This design comes from an exercise in tuning for small area and a short achievable clock period on the open sky130 flow, not from production work.
RTL that was checked went through simulation tests only; none was proved equivalent to the original.
No functional check of the RTL was part of run 1.
No activity file was given, so power comes from the tool's default toggle rates.

==> flow/design.v <==
module fifo (
    clk      ,  
    rst      ,  
    data_in  ,  
    rd_en    ,  
    wr_en    ,  
    data_out ,  
    empty    ,  
    full        
);
input clk;
input rst;
input rd_en;
input wr_en;
input [7:0] data_in;
output full;
output empty;
output [7:0] data_out;
reg [7:0]  data_out;
reg        full;
reg        empty;
reg [7:0]  wr_ptr;     
reg [7:0]  arr_ptr;    
reg [7:0]  rd_ptr;
reg [15:0] rd_hi_n;    
reg [15:0] rd_lo_n;    
reg        phase;
reg        pend_v;
reg [7:0]  pend_d;
reg [7:0] q [0:255];
wire wr_acc = wr_en & ~full;
wire rd_acc = rd_en & ~empty;
wire [7:0] wr_ptr_p1  = wr_ptr + 8'd1;
wire [7:0] rd_ptr_p1  = rd_ptr + 8'd1;
wire [7:0] arr_ptr_p1 = arr_ptr + 8'd1;
wire almost_full  = (wr_ptr_p1 == rd_ptr);    
wire almost_empty = (rd_ptr_p1 == wr_ptr);    
wire rd_pend      = pend_v & (arr_ptr == rd_ptr);
wire sel_cur  = pend_v | ~full;
wire sel_next = pend_v & ~full;
wire [7:0] col_data = pend_d ^ {8{phase}};
wire [7:0] col_even = (pend_v & ~arr_ptr[0]) ? col_data : 8'hff;
wire [7:0] col_odd  = (pend_v &  arr_ptr[0]) ? col_data : 8'hff;
wire [15:0] wr_hi = 16'd1 << arr_ptr[7:4];
wire [15:0] wr_lo = 16'd1 << arr_ptr[3:0];
wire [15:0] z_cur  = wr_lo & {16{sel_cur}};
wire [15:0] z_next = {wr_lo[14:0], 1'b0} & {16{sel_next}};
wire        z_wrap = wr_lo[15] & sel_next;
wire [15:0] z = z_cur | z_next;
wire [15:0] z_n = ~z;
wire [15:0] wr_hi_n = ~wr_hi;
genvar k, b, j;
generate
  for (k = 0; k < 256; k = k + 1) begin : row
    wire r;
    if ((k & 15) != 0) begin : mid
      g_nor2 u_r (.a(wr_hi_n[k >> 4]), .b(z_n[k & 15]), .y(r));
    end else begin : first
      assign r = (wr_hi[k >> 4] & z[0]) |
                 (wr_hi[((k >> 4) + 15) & 15] & z_wrap);
    end
    wire [7:0] c = (k & 1) ? col_odd : col_even;
    wire [7:0] d;
    for (b = 0; b < 8; b = b + 1) begin : cb
      g_a21oi u_c (.a1(r), .a2(c[b]), .b1(q[k][b]), .y(d[b]));
    end
    always @(posedge clk)
      q[k] <= d;
  end
endgenerate
wire       take_arr = rd_acc & ~rst & ~rd_pend;
wire [7:0] d_early  = take_arr ? {8{phase}} :
                      rst      ? 8'd0 :
                      rd_acc   ? pend_d : data_out;
wire [255:0] rsel;
generate
  for (k = 0; k < 256; k = k + 1) begin : rs
    g_nor2 u_s (.a(rd_hi_n[k >> 4]), .b(rd_lo_n[k & 15]), .y(rsel[k]));
  end
endgenerate
wire [7:0] rd_hit;
wire [7:0] data_out_d;
generate
  for (b = 0; b < 8; b = b + 1) begin : rt
    wire [127:0] l1;   
    wire [31:0]  l2;   
    wire [15:0]  l3;   
    wire [3:0]   l4;   
    wire [1:0]   l5;   
    for (j = 0; j < 128; j = j + 1) begin : a
      g_a22oi u (.a1(rsel[2*j]), .a2(q[2*j][b]), .b1(rsel[2*j+1]), .b2(q[2*j+1][b]), .y(l1[j]));
    end
    for (j = 0; j < 32; j = j + 1) begin : n2
      g_nand4 u (.a(l1[4*j]), .b(l1[4*j+1]), .c(l1[4*j+2]), .d(l1[4*j+3]), .y(l2[j]));
    end
    for (j = 0; j < 16; j = j + 1) begin : n3
      g_nor2 u (.a(l2[2*j]), .b(l2[2*j+1]), .y(l3[j]));
    end
    for (j = 0; j < 4; j = j + 1) begin : n4
      g_nand4 u (.a(l3[4*j]), .b(l3[4*j+1]), .c(l3[4*j+2]), .d(l3[4*j+3]), .y(l4[j]));
    end
    for (j = 0; j < 2; j = j + 1) begin : n5
      g_nor2 u (.a(l4[2*j]), .b(l4[2*j+1]), .y(l5[j]));
    end
    g_a21oi u6 (.a1(l5[0]), .a2(l5[1]), .b1(~take_arr), .y(rd_hit[b]));
    g_xor2 u7 (.a(rd_hit[b]), .b(d_early[b]), .y(data_out_d[b]));
  end
endgenerate
always @(posedge clk)
  data_out <= data_out_d;
always @(posedge clk) begin
  phase <= ~phase & ~rst;
  if (rst) begin
    wr_ptr   <= 8'd0;
    arr_ptr  <= 8'd0;
    rd_ptr   <= 8'd0;
    rd_hi_n  <= 16'hfffe;
    rd_lo_n  <= 16'hfffe;
    full     <= 1'b0;
    empty    <= 1'b1;
    pend_v   <= 1'b0;
  end else begin
    pend_v <= wr_acc;
    if (wr_acc) begin
      pend_d <= data_in;
      wr_ptr <= wr_ptr_p1;
    end
    if (pend_v) arr_ptr <= arr_ptr_p1;
    if (rd_acc) begin
      rd_ptr   <= rd_ptr_p1;
      rd_lo_n  <= {rd_lo_n[14:0], rd_lo_n[15]};
      if (~rd_lo_n[15]) rd_hi_n <= {rd_hi_n[14:0], rd_hi_n[15]};
    end
    if (full)  full  <= ~rd_en;
    else       full  <= wr_acc & ~rd_acc & almost_full;
    if (empty) empty <= ~wr_en;
    else       empty <= rd_acc & ~wr_acc & almost_empty;
  end
end
endmodule
module g_nor2 (input a, input b, output y);
  assign y = ~(a | b);
endmodule
module g_a21oi (input a1, input a2, input b1, output y);
  assign y = ~((a1 & a2) | b1);
endmodule
module g_a22oi (input a1, input a2, input b1, input b2, output y);
  assign y = ~((a1 & a2) | (b1 & b2));
endmodule
module g_nand4 (input a, input b, input c, input d, output y);
  assign y = ~(a & b & c & d);
endmodule
module g_xor2 (input a, input b, output y);
  assign y = a ^ b;
endmodule
==> flow/flow/run.sh <==
#!/bin/bash
# Standard flow, with one step added after synthesis:
# - the single-gate cells that synthesis mapped to drive strength 2 are set
#   back to drive strength 1 (timing repair later upsizes the ones that need it);
# - the last two levels of the read tree, which drive long wires, are given
#   stronger cells (upsize_tree.tcl).
set -euo pipefail
R=orfs/results/sky130hd/fifo/base
bash standard.sh synth > log_synth.txt 2>&1
cat > downsize.tcl <<TCL
read_db $R/1_synth.odb
set db [ord::get_db]
set block [ord::get_db_block]
set n 0
foreach pair {{a21oi_2 a21oi_1} {a22oi_2 a22oi_1}} {
  set from sky130_fd_sc_hd__[lindex \$pair 0]
  set to [\$db findMaster sky130_fd_sc_hd__[lindex \$pair 1]]
  foreach inst [\$block getInsts] {
    if {[[\$inst getMaster] getName] eq \$from} {
      \$inst swapMaster \$to
      incr n
    }
  }
}
puts "downsized \$n instances"
write_db $R/1_synth.odb
TCL
openroad -no_init -exit downsize.tcl > log_downsize.txt 2>&1
ODB_IN=$R/1_synth.odb L5=nor2_4 L4=nand4_2 openroad -no_init -exit flow/upsize_tree.tcl > log_upsize.txt 2>&1
touch $R/1_synth.sdc
# input and output ports get a buf_4 rather than the smallest buffer
export BUFFER_PORTS_ARGS="-buffer_cell sky130_fd_sc_hd__buf_4"
bash standard.sh finish > log_finish.txt 2>&1
==> flow/flow/upsize_tree.tcl <==
# walk back from each data_out flop through the read tree and set drive strengths
read_db $::env(ODB_IN)
set db [ord::get_db]
set block [ord::get_db_block]
proc driver_inst {iterm} {
  set net [$iterm getNet]
  if {$net eq "NULL"} { return "" }
  foreach it [$net getITerms] {
    if {[$it isOutputSignal]} { return [$it getInst] }
  }
  return ""
}
proc mtype {inst} { return [regsub {^sky130_fd_sc_hd__} [[$inst getMaster] getName] ""] }
set n 0
proc setm {inst new} {
  global db n
  set m [$db findMaster sky130_fd_sc_hd__$new]
  if {[[$inst getMaster] getName] ne [$m getName]} { $inst swapMaster $m; incr n }
}
foreach inst [$block getInsts] {
  if {![string match "data_out*" [$inst getName]]} continue
  set x [driver_inst [$inst findITerm D]]
  if {$x eq "" || ![string match "xor2*" [mtype $x]]} continue
  foreach xi [$x getITerms] {
    if {![$xi isInputSignal]} continue
    set a [driver_inst $xi]
    if {$a eq "" || ![string match "a21oi*" [mtype $a]]} continue
    foreach ai {A1 A2} {
      set l5 [driver_inst [$a findITerm $ai]]
      if {$l5 eq "" || ![string match "nor2*" [mtype $l5]]} continue
      setm $l5 $::env(L5)
      foreach li {A B} {
        set l4 [driver_inst [$l5 findITerm $li]]
        if {$l4 eq "" || ![string match "nand4*" [mtype $l4]]} continue
        setm $l4 $::env(L4)
      }
    }
  }
}
puts "upsized $n instances"
write_db $::env(ODB_IN)
==> flow/standard.sh <==
#!/bin/bash
# synth_recipe.tcl (not shown) runs the flow's synth.tcl, then flattens the netlist and writes it again
# the make line also repeats each setting of config.mk as NAME=value (left out here)
make -C /OpenROAD-flow-scripts/flow DESIGN_CONFIG=/design/flow/config.mk WORK_HOME=/design/flow/orfs CLKGATE_MAP_FILE= SYNTH_SCRIPT=/design/flow/synth_recipe.tcl "${@:-finish}"
==> flow/config.mk <==
export PLATFORM = sky130hd
export DESIGN_NAME = fifo
export DESIGN_NICKNAME = fifo
export VERILOG_FILES = /design/flow/design.v
export SDC_FILE = /design/flow/constraint.sdc
export NUM_CORES = 4
export LEC_CHECK = 0
export CAP_MARGIN = 20
export CORE_MARGIN = 2
export CORE_UTILIZATION = 50
export CTS_CLUSTER_DIAMETER = 80
export CTS_CLUSTER_SIZE = 25
export PLACE_DENSITY = 0.6
export SETUP_SLACK_MARGIN = 2.6
export SLEW_MARGIN = 20
export SYNTH_HIERARCHICAL = 1
export SYNTH_MINIMUM_KEEP_SIZE = 0
==> flow/constraint.sdc <==
create_clock -name core_clock -period 5.0 [get_ports {clk}]
set_input_delay 1.0000 -clock core_clock [delete_from_list [all_inputs] [get_ports {clk}]]
set_output_delay 1.0000 -clock core_clock [all_outputs]
set_load 0.01 [all_outputs]
==> results of run 1 <==
-- state kept, by name (all words and copies together) (netlist names) --
name,flops
q,2048
rd_hi_n,16
rd_lo_n,16
arr_ptr,8
data_out,8
pend_d,8
rd_ptr,8
wr_ptr,8
empty,1
full,1
pend_v,1
phase,1
-- where the power goes --
| group | switching, uW | leakage (uW) | total [uW] | internal, uW |
|---|---|---|---|---|
| clock | 5470 | 0.00143 | 9420 | 3950 |
| sequential | 282 | 0.0179 | 17600 | 17300 |
| combinational | 1430 | 0.0111 | 1980 | 554 |
| total | 7180 | 0.0304 | 29000 | 21800 |
-- per-layer routing --
layer	wire, microns	share of wire, %
met5	94	0.036
met2	110000	42
met1	107000	41
met4	14700	5.7
met3	27000	10
-- stage by stage --
stage               setup slack, ns  hold slack (ns)  power, uW  utilization [%]  std cells
finish                         2.44            0.409      29000             58.0       8600
global route                   2.43            0.417      29700             58.0       8600
CTS                            2.45            0.412      28900             57.2       8574
detailed placement             1.69            0.399      19600             52.8       8381
global placement               1.53            0.396      19600             52.8       8380
floorplan                      1.86            0.389      18600                -       6570
-- final cells by class --
type	instances	area, sq um
flip-flops and latches	2124	42800
clock buffers	112	2620
multi-input cells	4398	27700
fillers	11300	56200
well taps	1768	2210
repair buffers	165	1950
inverters	7	26.3
clock inverters	26	292
-- what timing repair did --
action                                  4_1_cts  5_1_grt
pin swaps                                    17       40
endpoints found under the setup margin     2063     1907
cloned                                        3        1
resized for setup                           641      205
hold endpoints to repair                      0        0
buffers inserted                             52       25
-- how the worst max path moves through the flow --
stage | slack [ns] | cells after the start | end | from
floorplan | 1.86 | 4 | q[0][0] | phase
global placement | 1.53 | 5 | rd_hi_n[8] | rd_en
detailed placement | 1.69 | 9 | data_out[5] | rd_lo_n[15]
CTS | 2.45 | 4 | q[96][0] | phase
global route | 2.43 | 9 | data_out[5] | rd_lo_n[10]
finish | 2.44 | 10 | data_out[5] | rd_lo_n[4]
-- worst max-delay path: cells and delay by family (launching register included) --
| kind | cells | cell delay (ns) |
|---|---|---|
| and+or+nand+nor | 5 | 1.01 |
| xor gates and xnor gates | 1 | 0.16 |
| DFF | 1 | 0.41 |
| AOI/OAI and AO/OA | 2 | 0.42 |
| buffers and inverters | 2 | 0.43 |
==> impl_metrics.tcl, run 1 <==
set metrics [dict create \
    synth_nets 6590 \
    finalSetupTns_ns 0 \
    wirelength_mm 259 \
    grt_antenna_before_repair 9 \
    status "complete, no violations" \
    p_leak_uw 0.0304 \
    cp_cell_sequence "buf_4 > buf_4 > nor2_1 > a22oi_1 > nand4_1 > nor2_1 > nand4_2 > nor2_4 > a21oi_1 > xor2_1" \
    final_cell_mix "a21oi_1 (2068), dfxtp_1 (2065), a22oi_1 (975), nor2_1 (310), nand4_1 (261)" \
    globalplace.congestion 0.914 \
    grtUsageMet1_pct 50.7 \
    fin_area_sq_mm 0.0776 \
    r2r_start "rd_lo_n[4]" \
    period_minus_slack_ns 2.56 \
    final_common_cell "a21oi_1" \
    avgSynthCellArea_sq_um 10.3 \
    cts-root-buf "clkbuf_16" \
    holdPathStages 1 \
    worstHoldPathType "register to register" \
    grt_pass1_vias 54800 \
    max_cap_violations 0 \
    max_freq_mhz 390 \
    p_per_area_mw_per_mm2 373 \
    netlist_area_sq_mm 0.0676 \
    cp_max_fo 8 \
    worstPathRequired_ns 5.64 \
    finalMaxSlewViolations 0 \
    use_met2_pct 53.1 \
    fin_nets 6815 \
    fin_crit_sh_pct 51.3 \
    dieArea_sq_mm 0.138 \
    die_height_microns 372 \
    relSlewSlack_pct 35.4 \
    start_util_pct 50.5 \
    synth_cells 6570 \
    grt-busiest-layer "met2" \
    rsz0062_at_grt "true" \
    drtIter0Drc 7401 \
    cp.arrival_ns 3.20 \
    ys_warn_count 9 \
    diodes 0 \
    clock_latency_ns 0.76 \
    wl_per_cell_microns 30.1 \
    startpoint_type "register" \
    tritoncts "done" \
    postCtsHoldBufs 0 \
    reg2reg_slack_ns 2.44 \
    viasPerCell 6.77 \
    r2r_end "data_out[5]" \
    layout-drive-gt1-share_pct 13.0 \
    fin_skew_ns 0.0359 \
    grt_util_met3_pct 7.97 \
    hpwlAfterDp_mm 154 \
    cts_buffers 99 \
    grt_overflow 0 \
    drc 0 \
    ios 22 \
    grt_max_degree 107 \
    crit_path_end_kind "register" \
    reg2reg_depth 10 \
    htree_levels 3 \
    min_to "q[196][0]" \
    ir_drop_mv 0.275 \
    tightest_slew_ns 0.966 \
    area_growth_pct 14.8 \
    grt_pass1_wl_mm 374 \
    port_buffers 21 \
    critPathSlowestCell "dfxtp_4" \
    setup_violations 0 \
    path_clk_slew_ns 0.10 \
    hold_violations 0 \
    ant_nets 0 \
    die_w_microns 372 \
    critPathMaxStageDelay_ns 0.41 \
    core-area_sq_mm 0.134 \
    clockBufferDepth 3 \
    dr.pass1.iters 8 \
    num_vias 58200 \
    hold_start "q[196][0]" \
    placed_cell_area_sq_mm 0.0706 \
    worstSetupPathType "register to register" \
    cts.sink_count 2124 \
    rows 134 \
    track_usage_pct 36.3 \
]
==> run 2, diff against run 1 <==
--- a/flow/design.v
+++ b/flow/design.v
@@ -22,7 +22,11 @@
 reg [7:0]  wr_ptr;     
 reg [7:0]  arr_ptr;    
+reg [15:0] arr_hi_n;   
+reg [15:0] arr_lo;     
 reg [7:0]  rd_ptr;
 reg [15:0] rd_hi_n;    
 reg [15:0] rd_lo_n;    
+reg [15:0] rd_hi_n1, rd_hi_n2, rd_hi_n3;
+reg [15:0] rd_lo_n1, rd_lo_n2, rd_lo_n3;
 reg        phase;
 reg        pend_v;
@@ -42,12 +46,8 @@
 wire [7:0] col_even = (pend_v & ~arr_ptr[0]) ? col_data : 8'hff;
 wire [7:0] col_odd  = (pend_v &  arr_ptr[0]) ? col_data : 8'hff;
-wire [15:0] wr_hi = 16'd1 << arr_ptr[7:4];
-wire [15:0] wr_lo = 16'd1 << arr_ptr[3:0];
-wire [15:0] z_cur  = wr_lo & {16{sel_cur}};
-wire [15:0] z_next = {wr_lo[14:0], 1'b0} & {16{sel_next}};
-wire        z_wrap = wr_lo[15] & sel_next;
-wire [15:0] z = z_cur | z_next;
-wire [15:0] z_n = ~z;
-wire [15:0] wr_hi_n = ~wr_hi;
+wire [15:0] z_cur  = arr_lo & {16{sel_cur}};
+wire [15:0] z_next = {arr_lo[14:0], 1'b0} & {16{sel_next}};
+wire        zw_n   = ~(arr_lo[15] & sel_next);
+wire [15:0] z_n    = ~(z_cur | z_next);
 genvar k, b, j;
 generate
@@ -55,8 +55,8 @@
     wire r;
     if ((k & 15) != 0) begin : mid
-      g_nor2 u_r (.a(wr_hi_n[k >> 4]), .b(z_n[k & 15]), .y(r));
+      g_nor2 u_r (.a(arr_hi_n[k >> 4]), .b(z_n[k & 15]), .y(r));
     end else begin : first
-      assign r = (wr_hi[k >> 4] & z[0]) |
-                 (wr_hi[((k >> 4) + 15) & 15] & z_wrap);
+      g_o22ai u_r (.a1(arr_hi_n[k >> 4]), .a2(z_n[0]),
+                   .b1(arr_hi_n[((k >> 4) + 15) & 15]), .b2(zw_n), .y(r));
     end
     wire [7:0] c = (k & 1) ? col_odd : col_even;
@@ -76,5 +76,9 @@
 generate
   for (k = 0; k < 256; k = k + 1) begin : rs
-    g_nor2 u_s (.a(rd_hi_n[k >> 4]), .b(rd_lo_n[k & 15]), .y(rsel[k]));
+    wire hn = (((k & 15) >> 2) == 0) ? rd_hi_n[k >> 4]  : (((k & 15) >> 2) == 1) ? rd_hi_n1[k >> 4] :
+              (((k & 15) >> 2) == 2) ? rd_hi_n2[k >> 4] : rd_hi_n3[k >> 4];
+    wire ln = ((k >> 6) == 0) ? rd_lo_n[k & 15]  : ((k >> 6) == 1) ? rd_lo_n1[k & 15] :
+              ((k >> 6) == 2) ? rd_lo_n2[k & 15] : rd_lo_n3[k & 15];
+    g_nor2 u_s (.a(hn), .b(ln), .y(rsel[k]));
   end
 endgenerate
@@ -109,4 +113,23 @@
 always @(posedge clk)
   data_out <= data_out_d;
+wire [15:0] rd_lo_n_d = rst ? 16'hfffe : rd_acc ? {rd_lo_n[14:0], rd_lo_n[15]} : rd_lo_n;
+wire [15:0] rd_hi_n_d = rst ? 16'hfffe : (rd_acc & ~rd_lo_n[15]) ? {rd_hi_n[14:0], rd_hi_n[15]} : rd_hi_n;
+wire [15:0] rd_lo_n_d1, rd_lo_n_d2, rd_lo_n_d3, rd_hi_n_d1, rd_hi_n_d2, rd_hi_n_d3;
+g_buf16 u_bl1 (.a(rd_lo_n_d), .y(rd_lo_n_d1));
+g_buf16 u_bl2 (.a(rd_lo_n_d), .y(rd_lo_n_d2));
+g_buf16 u_bl3 (.a(rd_lo_n_d), .y(rd_lo_n_d3));
+g_buf16 u_bh1 (.a(rd_hi_n_d), .y(rd_hi_n_d1));
+g_buf16 u_bh2 (.a(rd_hi_n_d), .y(rd_hi_n_d2));
+g_buf16 u_bh3 (.a(rd_hi_n_d), .y(rd_hi_n_d3));
+always @(posedge clk) begin
+  rd_lo_n  <= rd_lo_n_d;
+  rd_hi_n  <= rd_hi_n_d;
+  rd_lo_n1 <= rd_lo_n_d1;
+  rd_lo_n2 <= rd_lo_n_d2;
+  rd_lo_n3 <= rd_lo_n_d3;
+  rd_hi_n1 <= rd_hi_n_d1;
+  rd_hi_n2 <= rd_hi_n_d2;
+  rd_hi_n3 <= rd_hi_n_d3;
+end
 always @(posedge clk) begin
   phase <= ~phase & ~rst;
@@ -114,7 +137,7 @@
     wr_ptr   <= 8'd0;
     arr_ptr  <= 8'd0;
+    arr_hi_n <= 16'hfffe;
+    arr_lo   <= 16'h0001;
     rd_ptr   <= 8'd0;
-    rd_hi_n  <= 16'hfffe;
-    rd_lo_n  <= 16'hfffe;
     full     <= 1'b0;
     empty    <= 1'b1;
@@ -126,9 +149,11 @@
       wr_ptr <= wr_ptr_p1;
     end
-    if (pend_v) arr_ptr <= arr_ptr_p1;
+    if (pend_v) begin
+      arr_ptr <= arr_ptr_p1;
+      arr_lo  <= {arr_lo[14:0], arr_lo[15]};
+      if (arr_lo[15]) arr_hi_n <= {arr_hi_n[14:0], arr_hi_n[15]};
+    end
     if (rd_acc) begin
       rd_ptr   <= rd_ptr_p1;
-      rd_lo_n  <= {rd_lo_n[14:0], rd_lo_n[15]};
-      if (~rd_lo_n[15]) rd_hi_n <= {rd_hi_n[14:0], rd_hi_n[15]};
     end
     if (full)  full  <= ~rd_en;
@@ -154,2 +179,8 @@
   assign y = a ^ b;
 endmodule
+module g_buf16 (input [15:0] a, output [15:0] y);
+  assign y = a;
+endmodule
+module g_o22ai (input a1, input a2, input b1, input b2, output y);
+  assign y = ~((a1 | a2) & (b1 | b2));
+endmodule
==> run 2 against run 1 <==
Against the previous run: still clean on timing, DRC and antenna; global-route usage shrank 3.3 points; register-to-register slack gained 0.04 ns; non-clock buffer count shrank 57; sequential cell count grew 128; first-iteration DRC count shrank 1.0%; final area grew 1.4%; cell count grew 3.1%; largest power group unchanged; highest routed layer unchanged.
==> impl_metrics.tcl, run 2 <==
set metrics [dict create \
    cp_max_fo 8 \
    clockBufferDepth 3 \
    startpoint_type "register" \
    largest_reg_flops 2048 \
    netlist_area_sq_mm 0.0712 \
    tightest_slew_ns 1.30 \
    track_usage_pct 33.0 \
    cts.sink_count 2252 \
    wl_per_cell_microns 28.9 \
    htree_levels 3 \
    finalSetupTns_ns 0 \
    rsz0062_at_grt "true" \
    num_vias 58100 \
    max_freq_mhz 396 \
    fin_nets 6937 \
    worstSetupPathType "register to register" \
    max_cap_violations 0 \
    ios 22 \
    cts-root-buf "clkbuf_16" \
    p_per_area_mw_per_mm2 429 \
    drc 0 \
    fin_crit_sh_pct 50.5 \
    ir_drop_mv 0.327 \
    port_buffers 21 \
    fill_cells 12200 \
    ant_nets 0 \
    final_cell_mix "dfxtp_1 (2186), a21oi_1 (2065), a22oi_1 (1034), nor2_1 (536), nand4_1 (265)" \
    regArea_sq_mm 0.0453 \
    grt_max_degree 109 \
    die_height_microns 381 \
    hold_violations 0 \
    synth_nets 6853 \
    multi_input_area_sq_mm 0.0263 \
    period_minus_slack_ns 2.52 \
    tritoncts "done" \
    grt_overflow 0 \
    final_common_cell "dfxtp_1" \
    area_growth_pct 10.5 \
    fin_skew_ns 0.0396 \
    drtIter0Drc 7325 \
    start_util_pct 50.4 \
    core-area_sq_mm 0.141 \
    largest_register "q" \
    ys_warn_count 9 \
    relSlewSlack_pct 13.1 \
    synth_cells 6838 \
    fin_area_sq_mm 0.0787 \
    dr.pass1.iters 6 \
    p_leak_uw 0.0297 \
    cts_buffers 107 \
    clock_latency_ns 0.78 \
    placed_cell_area_sq_mm 0.0736 \
    viasPerCell 6.56 \
    grt_antenna_before_repair 6 \
    path_clk_slew_ns 0.10 \
    hpwlAfterDp_mm 154 \
    cp.arrival_ns 3.17 \
    grt_pass1_wl_mm 362 \
    postCtsHoldBufs 0 \
    rows 138 \
    die_w_microns 381 \
    worstHoldPathType "primary input to register" \
    worstPathRequired_ns 5.65 \
    wirelength_mm 256 \
    status "complete, no violations" \
    globalplace.congestion 0.937 \
    grt_pass1_vias 54000 \
    crit_path_end_kind "register" \
    layout-drive-gt1-share_pct 8.51 \
    finalMaxSlewViolations 0 \
    dieArea_sq_mm 0.145 \
    avgSynthCellArea_sq_um 10.4 \
    setup_violations 0 \
]
==> run 2: cell count changes in the layout (fill, tap and decap cells not counted), sizes merged, moves of 16 or more <==
cell	change
a211o	+30
and3	+16
buf	-66
clkbuf	+16
dfxtp	+128
mux2i	+16
nand2	-27
nand3	-38
nor2	+54
nor2b	+19
o21ai	-22
==> run 2: worst max-delay path: stages, from the launching register on <==
cell and delay, ns:
dfxtp_1 0.53, nor2_1 0.27, a22oi_1 0.32, nand4_1 0.14
nor2_1 0.31, nand4_4 0.33, nor2_4 0.16, a21oi_1 0.16
xor2_1 0.18
==> run 2: cell type report <==
type                            instances  share of cell area [%]
Multi-Input combinational cell       4448                    33.4
Antenna cell                            9                  0.0286
Tap cell                             1890                    3.00
Inverter                                5                  0.0286
Clock buffer                          120                    3.57
Timing Repair Buffer                  108                    1.80
Clock inverter                         34                   0.604
Sequential cell                      2252                    57.5
==> run 2: final timing paths <==
check / start / slack (ns) / cells past startpoint / endpoint
worst min register to register: q[252][6] / 0.41 / 1 / q[252][6]
worst max-delay path: rd_lo_n2[0] / 2.48 / 8 / data_out[1]
worst min-delay path: data_in[7] / 0.40 / 1 / pend_d[7]
worst max register to register: rd_lo_n2[0] / 2.48 / 8 / data_out[1]
==> run 2: layer usage <==
layer	vias up	global-route usage [%]	wire, microns
met5	-	0	22
met4	4	13.9	12400
met1	28600	47.3	109000
li1	25900	-	-
met3	545	6.56	26800
met2	3118	48.3	108000
==> run 2: what timing repair did <==
action	CTS	global route
buffers inserted	20	8
cloned	4	10
resized for setup	141	197
pin swaps	7	7
setup endpoints to repair	2018	1202
endpoints found under the hold margin	0	0
==> run 2: per-stage QoR <==
step / total power [uW] / instances / util, % / worst slack, ns / hold WS, ns
6_report: 33800 / 8866 / 55.7 / 2.48 / 0.401
5_1_grt: 34900 / 8857 / 55.6 / 2.53 / 0.385
4_1_cts: 33700 / 8838 / 55.0 / 2.44 / 0.361
3_5_place_dp: 23600 / 8660 / 52.1 / 1.75 / 0.399
3_3_place_gp: 23400 / 8658 / 52.1 / 1.83 / 0.396
2_1_floorplan: 22500 / 6838 / - / 1.87 / 0.389
==> run 2: where the power goes <==
group	total, uW	switching (uW)	leakage, uW	internal [uW]
Sequential	21100	1170	0.0188	19900
Clock	10300	5850	0.00161	4460
Combinational	2360	1520	0.00934	843
Total	33800	8540	0.0297	25200
==> run 3, diff against run 2 <==
--- a/flow/config.mk
+++ b/flow/config.mk
@@ -12,5 +12,5 @@
 export CTS_CLUSTER_SIZE = 25
 export PLACE_DENSITY = 0.6
-export SETUP_SLACK_MARGIN = 2.6
+export SETUP_SLACK_MARGIN = 3.0
 export SLEW_MARGIN = 20
 export SYNTH_HIERARCHICAL = 1
==> run 3 against run 2 <==
Against the previous run: clock skew up 0.0014 ns; power up 1.0%; synthesized cell count unchanged.
==> impl_metrics.tcl, run 3 <==
set metrics [dict create \
    status "complete, no violations" \
    num_vias 61500 \
    critPathMaxStageDelay_ns 0.37 \
    holdPathStages 1 \
    cp_cell_sequence "buf_8 > buf_8" \
    period_minus_slack_ns 2.41 \
    grt_overflow 0 \
    critPathSlowestCell "dfxtp_4" \
    wl_per_cell_microns 32.5 \
    die_w_microns 381 \
    htree_levels 3 \
    avgSynthCellArea_sq_um 10.4 \
    p_per_area_mw_per_mm2 408 \
    largest_reg_flops 2048 \
    synth_nets 6853 \
    top_layer "met5" \
    area_growth_pct 17.4 \
    largest_register "q" \
    grt_max_degree 55 \
    fin_crit_sh_pct 48.2 \
    utilization_pct 59.1 \
    path_clk_slew_ns 0.10 \
    relSlewSlack_pct 25.7 \
    rows 138 \
    cts_buffers 105 \
    rsz0062_at_grt "true" \
    die_height_microns 381 \
    synth_cells 6838 \
    layout-drive-gt1-share_pct 17.7 \
    startpoint_type "register" \
    final_cell_mix "dfxtp_1 (2114), a21oi_1 (2055), a22oi_1 (915), nor2_4 (304), nand4_1 (265)" \
    tritoncts "done" \
    ys_warn_count 9 \
    reg2reg_depth 8 \
    max_cap_violations 0 \
    hold_violations 0 \
    cts-root-buf "clkbuf_16" \
    cts.sink_count 2252 \
    core-area_sq_mm 0.141 \
    fill_cells 11700 \
    crit_path_end_kind "output port" \
    ant_nets 0 \
    dieArea_sq_mm 0.145 \
    worstHoldPathType "primary input to register" \
    clock_latency_ns 0.78 \
    fin_nets 7077 \
    crit_buf_inv 2 \
    path_depth 2 \
    p_total_uw 34100 \
    tightest_slew_ns 1.11 \
    cp.arrival_ns 1.41 \
    max_freq_mhz 415 \
    ir_drop_mv 0.291 \
    path_common_cell "buf_8" \
    port_buffers 21 \
    dr.pass1.iters 7 \
    worstPathRequired_ns 4.00 \
    postCtsHoldBufs 0 \
    p_leak_uw 0.0306 \
    wl_met3_mm 35.8 \
    ios 22 \
    drtIter0Drc 8894 \
    track_usage_pct 38.0 \
    grt_pass1_vias 56400 \
    finalSetupTns_ns 0 \
    hpwlAfterDp_mm 154 \
    final_common_cell "dfxtp_1" \
    met1Wirelength_mm 115 \
    viasPerCell 6.83 \
    dr_wl_met2_mm 124 \
    globalplace.congestion 0.912 \
    fin_skew_ns 0.0410 \
    grt_pass1_wl_mm 405 \
    critPathTopFamily "flip-flops" \
    cp_max_fo 2 \
    start_util_pct 50.4 \
    setup_violations 0 \
    clockBufferDepth 3 \
    wirelength_mm 293 \
    worstSetupPathType "register to output port" \
    grt_antenna_before_repair 14 \
    netlist_area_sq_mm 0.0712 \
    finalMaxSlewViolations 0 \
    drc 0 \
]
[run 3: per-stage QoR]
stage	cell area (sq um)	std cells	hold WS [ns]	setup slack [ns]
global placement	73700	8661	0.397	1.84
CTS	81300	8943	0.370	2.56
global route	83500	8990	0.397	2.57
finish	83600	9005	0.401	2.59
detailed placement	73700	8661	0.399	1.81
floorplan	71400	6838	0.389	2.66
[run 3: power breakdown]
part / total [uW] / switching [uW] / internal (uW)
registers: 21200 / 1250 / 19900
logic: 2940 / 1920 / 1020
clock network: 10000 / 5820 / 4170
total: 34100 / 8990 / 25100
[run 3: cell type report]
cell class | count | area [sq um] | share of cell area [%]
Tap cell | 1890 | 2360 | 2.83
Sequential cell | 2252 | 45500 | 54.4
Multi-Input combinational cell | 4500 | 30200 | 36.2
Clock buffer | 117 | 2780 | 3.32
Timing Repair Buffer | 198 | 2360 | 2.82
Inverter | 5 | 22.5 | 0.0269
Clock inverter | 27 | 288 | 0.344
Antenna cell | 16 | 40.0 | 0.0479
[run 3: layer usage]
metal	global-route usage, %	vias to the layer above
met2	55.4	4233
met4	20.8	10
met1	52.5	30100
met5	0	-
li1	-	26300
met3	8.00	857
[run 3: worst register-to-register path: cells and delay by family (launching register included)]
family / cells / cell delay (ns)
flops: 1 / 0.50
xor+xnor: 1 / 0.18
compound gates: 2 / 0.30
simple gates: 5 / 1.17
[run 3: worst paths after layout]
| check | from | end | slack [ns] |
|---|---|---|---|
| hold reg to reg | q[112][0] | q[112][0] | 0.41 |
| hold / removal | data_in[4] | pend_d[4] | 0.40 |
| setup / recovery | full | full | 2.59 |
| setup reg to reg | rd_lo_n[12] | data_out[4] | 2.76 |
[run 3: timing repair]
action                                  4_1_cts  5_1_grt
endpoints found under the setup margin     2117     1762
resized for setup                           883      384
pin swaps                                   192      137
setup buffers                                89       35
cloned                                       49       11
==> run 4, diff against run 3 <==
--- a/flow/config.mk
+++ b/flow/config.mk
@@ -8,9 +8,9 @@
 export CAP_MARGIN = 20
 export CORE_MARGIN = 2
-export CORE_UTILIZATION = 50
+export CORE_UTILIZATION = 58
 export CTS_CLUSTER_DIAMETER = 80
 export CTS_CLUSTER_SIZE = 25
-export PLACE_DENSITY = 0.6
-export SETUP_SLACK_MARGIN = 3.0
+export PLACE_DENSITY = 0.68
+export SETUP_SLACK_MARGIN = 2.6
 export SLEW_MARGIN = 20
 export SYNTH_HIERARCHICAL = 1
==> run 4 against run 3 <==
Against the previous run: final area shrank 7.6%; global-route usage shrank 1.3 points; clock skew grew 0.00066 ns; power shrank 3.4%; sequential share of layout area grew 4.1 points; worst setup slack lost 0.076 ns; wire length shrank 16%; first-iteration DRC count shrank 6.1%; still clean; critical endpoint is now data_out[5].
==> impl_metrics.tcl, run 4 <==
set metrics [dict create \
    final_cell_mix "dfxtp_1 (2185), a21oi_1 (2065), a22oi_1 (1034), nor2_1 (625), nand4_1 (265)" \
    rows 128 \
    rsz0062_at_grt "true" \
    core-area_sq_mm 0.122 \
    tightest_slew_ns 1.16 \
    avgSynthCellArea_sq_um 10.4 \
    setup_violations 0 \
    max_freq_mhz 402 \
    cp.arrival_ns 3.14 \
    period_minus_slack_ns 2.49 \
    clockBufferDepth 3 \
    netlist_area_sq_mm 0.0712 \
    cts.sink_count 2252 \
    ant_nets 0 \
    relSlewSlack_pct 22.5 \
    wirelength_mm 244 \
    area_growth_pct 8.47 \
    num_vias 58800 \
    synth_nets 6853 \
    wl_met3_mm 27.5 \
    dr.pass1.iters 9 \
    grt_pass1_wl_mm 352 \
    fin_skew_ns 0.0417 \
    dr_wl_met2_mm 105 \
    clock_latency_ns 0.75 \
    critPathSlowestCell "dfxtp_1" \
    dieArea_sq_mm 0.126 \
    largest_reg_flops 2048 \
    p_leak_uw 0.0293 \
    die_w_microns 354 \
    synth_cells 6838 \
    globalplace.congestion 0.954 \
    drc 0 \
    largest_register "q" \
    path_clk_slew_ns 0.11 \
    crit_buf_inv 0 \
    cts_buffers 102 \
    start_util_pct 58.4 \
    critPathTopFamily "simple AND/OR/NAND/NOR gates" \
    layout-drive-gt1-share_pct 6.80 \
    ys_warn_count 9 \
    worstSetupPathType "register to register" \
    ir_drop_mv 0.355 \
    cp_max_fo 8 \
    worstPathRequired_ns 5.65 \
    setup_slack_ns 2.51 \
    htree_levels 3 \
    path_common_cell "nor2_1" \
    cp_cell_sequence "nor2_1 > a22oi_1 > nand4_1 > nor2_1 > nand4_2 > nor2_4 > a21oi_1 > xor2_1" \
    fin_crit_sh_pct 49.7 \
    utilization_pct 63.4 \
    startpoint_type "register" \
    max_cap_violations 0 \
    drtIter0Drc 8355 \
    met1Wirelength_mm 99.7 \
    worstHoldPathType "register to register" \
    whs_ns 0.410 \
    final_common_cell "dfxtp_1" \
    finalMaxSlewViolations 0 \
    fin_nets 6922 \
    finalSetupTns_ns 0 \
    postCtsHoldBufs 0 \
    pre_cts_ws_ns 1.61 \
    grt_antenna_before_repair 8 \
    hold_violations 0 \
    grt_overflow 0 \
    grt_max_degree 120 \
    ios 22 \
    crit_path_end_kind "register" \
    port_buffers 21 \
    wl_per_cell_microns 28.6 \
    status "complete, no violations" \
    critPathMaxStageDelay_ns 0.52 \
    p_per_area_mw_per_mm2 427 \
    cts-root-buf "clkbuf_16" \
    track_usage_pct 36.7 \
    grt_pass1_vias 55000 \
    die_height_microns 354 \
    tritoncts "done" \
    hpwlAfterDp_mm 150 \
    reg2reg_slack_ns 2.51 \
    top_layer "met5" \
    viasPerCell 6.87 \
    p_total_uw 33000 \
]
==> run 4: cell type report <==
cell class,instances,area [sq um]
sequential,2252,45300
fill,9933,44600
multi-input combinational,4449,26000
clock buffer,114,2700
tap,1625,2030
timing repair buffer,97,1090
clock inverter,13,170
inverter,5,22.5
antenna,4,10.0
==> run 4: power breakdown <==
group          internal, uW  switching [uW]  total, uW
sequential            20000            1180      21100
combinational           804            1470       2270
clock                  3980            5600       9590
total                 24700            8250      33000
==> run 4: through the flow <==
step           cells  instance area (sq um)
3_3_place_gp    8398                  73300
2_1_floorplan   6838                  71200
3_5_place_dp    8399                  73300
5_1_grt         8556                  77200
4_1_cts         8543                  76700
6_report        8559                  77300
==> run 4: worst reg2reg max path, stage by stage, from the launching register on <==
cell     delay [ns]
dfxtp_1        0.52
nor2_1         0.23
a22oi_1        0.33
nand4_1        0.13
nor2_1         0.40
nand4_2        0.33
nor2_4         0.21
a21oi_1        0.09
xor2_1         0.14
==> run 4: worst paths after layout <==
path          startpoint          end  cells past startpoint
min             q[49][1]     q[49][1]                      1
max reg2reg  rd_lo_n2[1]  data_out[5]                      8
min reg2reg     q[49][1]     q[49][1]                      1
max          rd_lo_n2[1]  data_out[5]                      8
==> run 4: what timing repair did <==
item                                     CTS  global route
buffers inserted                          17             5
resized for setup                         90           123
gates cloned                               0             7
pin swaps                                  5             5
endpoints found under the setup margin  2059          1271
==> run 4: layer usage <==
| layer | vias to the layer above | global-route usage, % |
|---|---|---|
| met3 | 623 | 6.72 |
| li1 | 25800 | - |
| met4 | 8 | 16.1 |
| met2 | 3641 | 55.2 |
| met5 | - | 0 |
| met1 | 28800 | 51.8 |
==> run 5, diff against run 4 <==
--- a/flow/config.mk
+++ b/flow/config.mk
@@ -8,9 +8,9 @@
 export CAP_MARGIN = 20
 export CORE_MARGIN = 2
-export CORE_UTILIZATION = 58
+export CORE_UTILIZATION = 62
 export CTS_CLUSTER_DIAMETER = 80
 export CTS_CLUSTER_SIZE = 25
-export PLACE_DENSITY = 0.68
-export SETUP_SLACK_MARGIN = 2.6
+export PLACE_DENSITY = 0.72
+export SETUP_SLACK_MARGIN = 2.7
 export SLEW_MARGIN = 20
 export SYNTH_HIERARCHICAL = 1
==> run 5 against run 4 <==
Against the previous run: synthesized cell count unchanged; sequential share of layout area fell by 0.16 points; combinational power grew 4%; via count up 1.9%; cell count shrank 1.3%; final area grew 0.37%; critical path depth decreased by 1; critical path type unchanged; critical endpoint is now q[132][0]; largest cell class unchanged; largest power group unchanged.
==> impl_metrics.tcl, run 5 <==
set metrics [dict create \
    status "complete, no violations" \
    setup_slack_ns 2.55 \
    viasPerCell 7.10 \
    ant_nets 0 \
    largest_register "q" \
    port_buffers 21 \
    startpoint_type "register" \
    area_growth_pct 8.88 \
    ys_warn_count 9 \
    grt_overflow 0 \
    netlist_area_sq_mm 0.0712 \
    wirelength_mm 247 \
    relSlewSlack_pct 9.99 \
    core-area_sq_mm 0.114 \
    grt_antenna_before_repair 7 \
    p_leak_uw 0.0294 \
    place_inst 8286 \
    htree_levels 3 \
    fin_cells 8449 \
    hpwlAfterDp_mm 147 \
    worstPathRequired_ns 5.66 \
    fill_cells 8924 \
    finalMaxSlewViolations 0 \
    cp_max_fo 65 \
    worstHoldPathType "register to register" \
    pre_cts_ws_ns 1.98 \
    worstSetupPathType "register to register" \
    final_cell_mix "dfxtp_1 (2161), a21oi_1 (2065), a22oi_1 (1024), nor2_1 (546), nand4_1 (265)" \
    start_util_pct 62.4 \
    clockBufferDepth 3 \
    drc 0 \
    fin_area_sq_mm 0.0775 \
    hold_violations 0 \
    rows 124 \
    tritoncts "done" \
    num_vias 60000 \
    rsz0062_at_grt "true" \
    tightest_slew_ns 1.35 \
    globalplace.congestion 0.952 \
    cts-root-buf "clkbuf_16" \
    layout-drive-gt1-share_pct 8.36 \
    finalSetupTns_ns 0 \
    grt_max_degree 129 \
    cts_buffers 100 \
    avgSynthCellArea_sq_um 10.4 \
    crit_path_end_kind "register" \
    ir_drop_mv 0.412 \
    die_w_microns 343 \
    fin_skew_ns 0.0263 \
    die_height_microns 343 \
    placed_cell_area_sq_mm 0.0731 \
    ios 22 \
    cp.arrival_ns 3.11 \
    dr.pass1.iters 8 \
    grt_pass1_vias 55400 \
    p_per_area_mw_per_mm2 422 \
    synth_nets 6853 \
    max_cap_violations 0 \
    cts.sink_count 2252 \
    path_clk_slew_ns 0.10 \
    drtIter0Drc 9585 \
    wl_per_cell_microns 29.2 \
    grt_pass1_wl_mm 355 \
    synth_cells 6838 \
    largest_reg_flops 2048 \
    final_common_cell "dfxtp_1" \
    fin_nets 6931 \
    clock_latency_ns 0.75 \
    dieArea_sq_mm 0.118 \
    max_freq_mhz 408 \
    period_minus_slack_ns 2.45 \
    track_usage_pct 39.9 \
    setup_violations 0 \
    fin_crit_sh_pct 49.0 \
]
[run 5: worst paths after layout]
kind,to,cells after the start,startpoint,slack (ns)
setup / recovery,q[132][0],7,pend_v,2.55
hold / removal,q[251][6],1,q[251][6],0.41
hold reg to reg,q[251][6],1,q[251][6],0.41
setup reg to reg,q[132][0],7,pend_v,2.55
[run 5: stage by stage]
step	util (%)	total power [uW]	hold slack [ns]
finish	67.9	32800	0.411
global route	67.9	33700	0.413
CTS	67.2	32500	0.409
detailed placement	64.0	23600	0.399
global placement	64.0	23400	0.397
floorplan	-	22500	0.389
[run 5: critical path: stages (launching register included)]
cell and delay (ns):
dfxtp_2 0.38, clkinvlp_4 0.18, buf_12 0.19, nor2_1 0.13, clkbuf_8 0.33, nand2_8 0.31
buf_12 0.33, a21oi_1 0.27
[run 5: what timing repair did]
item,CTS,global route
setup endpoints to repair,2075,1361
hold endpoints to repair,0,0
hold buffers,0,0
gates resized for setup,177,202
pin swaps,12,6
cloned,4,3
setup buffers,26,7
[run 5: routing by layer]
metal / vias to the layer above / track usage, % / part of all wire [%]
met5: - / 0 / 0.037
met4: 8 / 18.6 / 5.4
met3: 777 / 10.4 / 13
met2: 4175 / 58.3 / 42
met1: 29200 / 55.6 / 39
li1: 25800 / - / -
[run 5: power by group]
| part | total, uW | internal [uW] | switching, uW |
|---|---|---|---|
| registers | 21200 | 20000 | 1210 |
| logic | 2370 | 837 | 1530 |
| clock network | 9230 | 3770 | 5460 |
| total | 32800 | 24600 | 8190 |
[run 5: area by class of cell]
class / count / area [sq um] / area share [%]
Timing Repair Buffer: 108 / 1260 / 1.62
Clock buffer: 108 / 2610 / 3.36
Clock inverter: 5 / 60.1 / 0.0775
Multi-Input combinational cell: 4449 / 26400 / 34.0
Antenna cell: 10 / 25.0 / 0.0323
Sequential cell: 2252 / 45300 / 58.4
Tap cell: 1512 / 1890 / 2.44
Inverter: 5 / 22.5 / 0.0290

-- what the ideal ports hide --
The results above use ideal ports. As a check the final layouts listed here were re-extracted and re-timed, cells and wires unchanged. Step 1 assumes that a clkbuf_16 drives the clock port and a buf_2 every other input. Step 2 times the ports against the registers' clock, not the clock port: input delays grow and output delays shrink by t, the midpoint of the rising clock arrivals with the driver on. a / b / c = ideal ports / drivers / drivers and shift; a / b = the first two.
| run | t, ns | setup WS [ns] | latest minus earliest clock arrival (ns) | slew at the worst register clock pin (ns) |
|---|---|---|---|---|
| run 1 | 0.826 | 2.436 / 2.436 / 2.076 | 0.039 / 0.039 | 0.10 / 0.10 |
| run 2 | 0.849 | 2.475 / 2.475 / 1.858 | 0.044 / 0.043 | 0.10 / 0.10 |
| run 3 | 0.843 | 2.589 / 2.505 / 2.100 | 0.041 / 0.041 | 0.11 / 0.11 |
| run 4 | 0.816 | 2.513 / 2.513 / 1.810 | 0.043 / 0.043 | 0.11 / 0.11 |
| run 5 | 0.818 | 2.548 / 2.534 / 2.105 | 0.028 / 0.027 | 0.10 / 0.10 |
After both steps setup and hold are still met in every run listed. For run 4, which loses most, drivers alone change the setup slack by 0.000 ns; drivers and shift together by -0.703 ns.
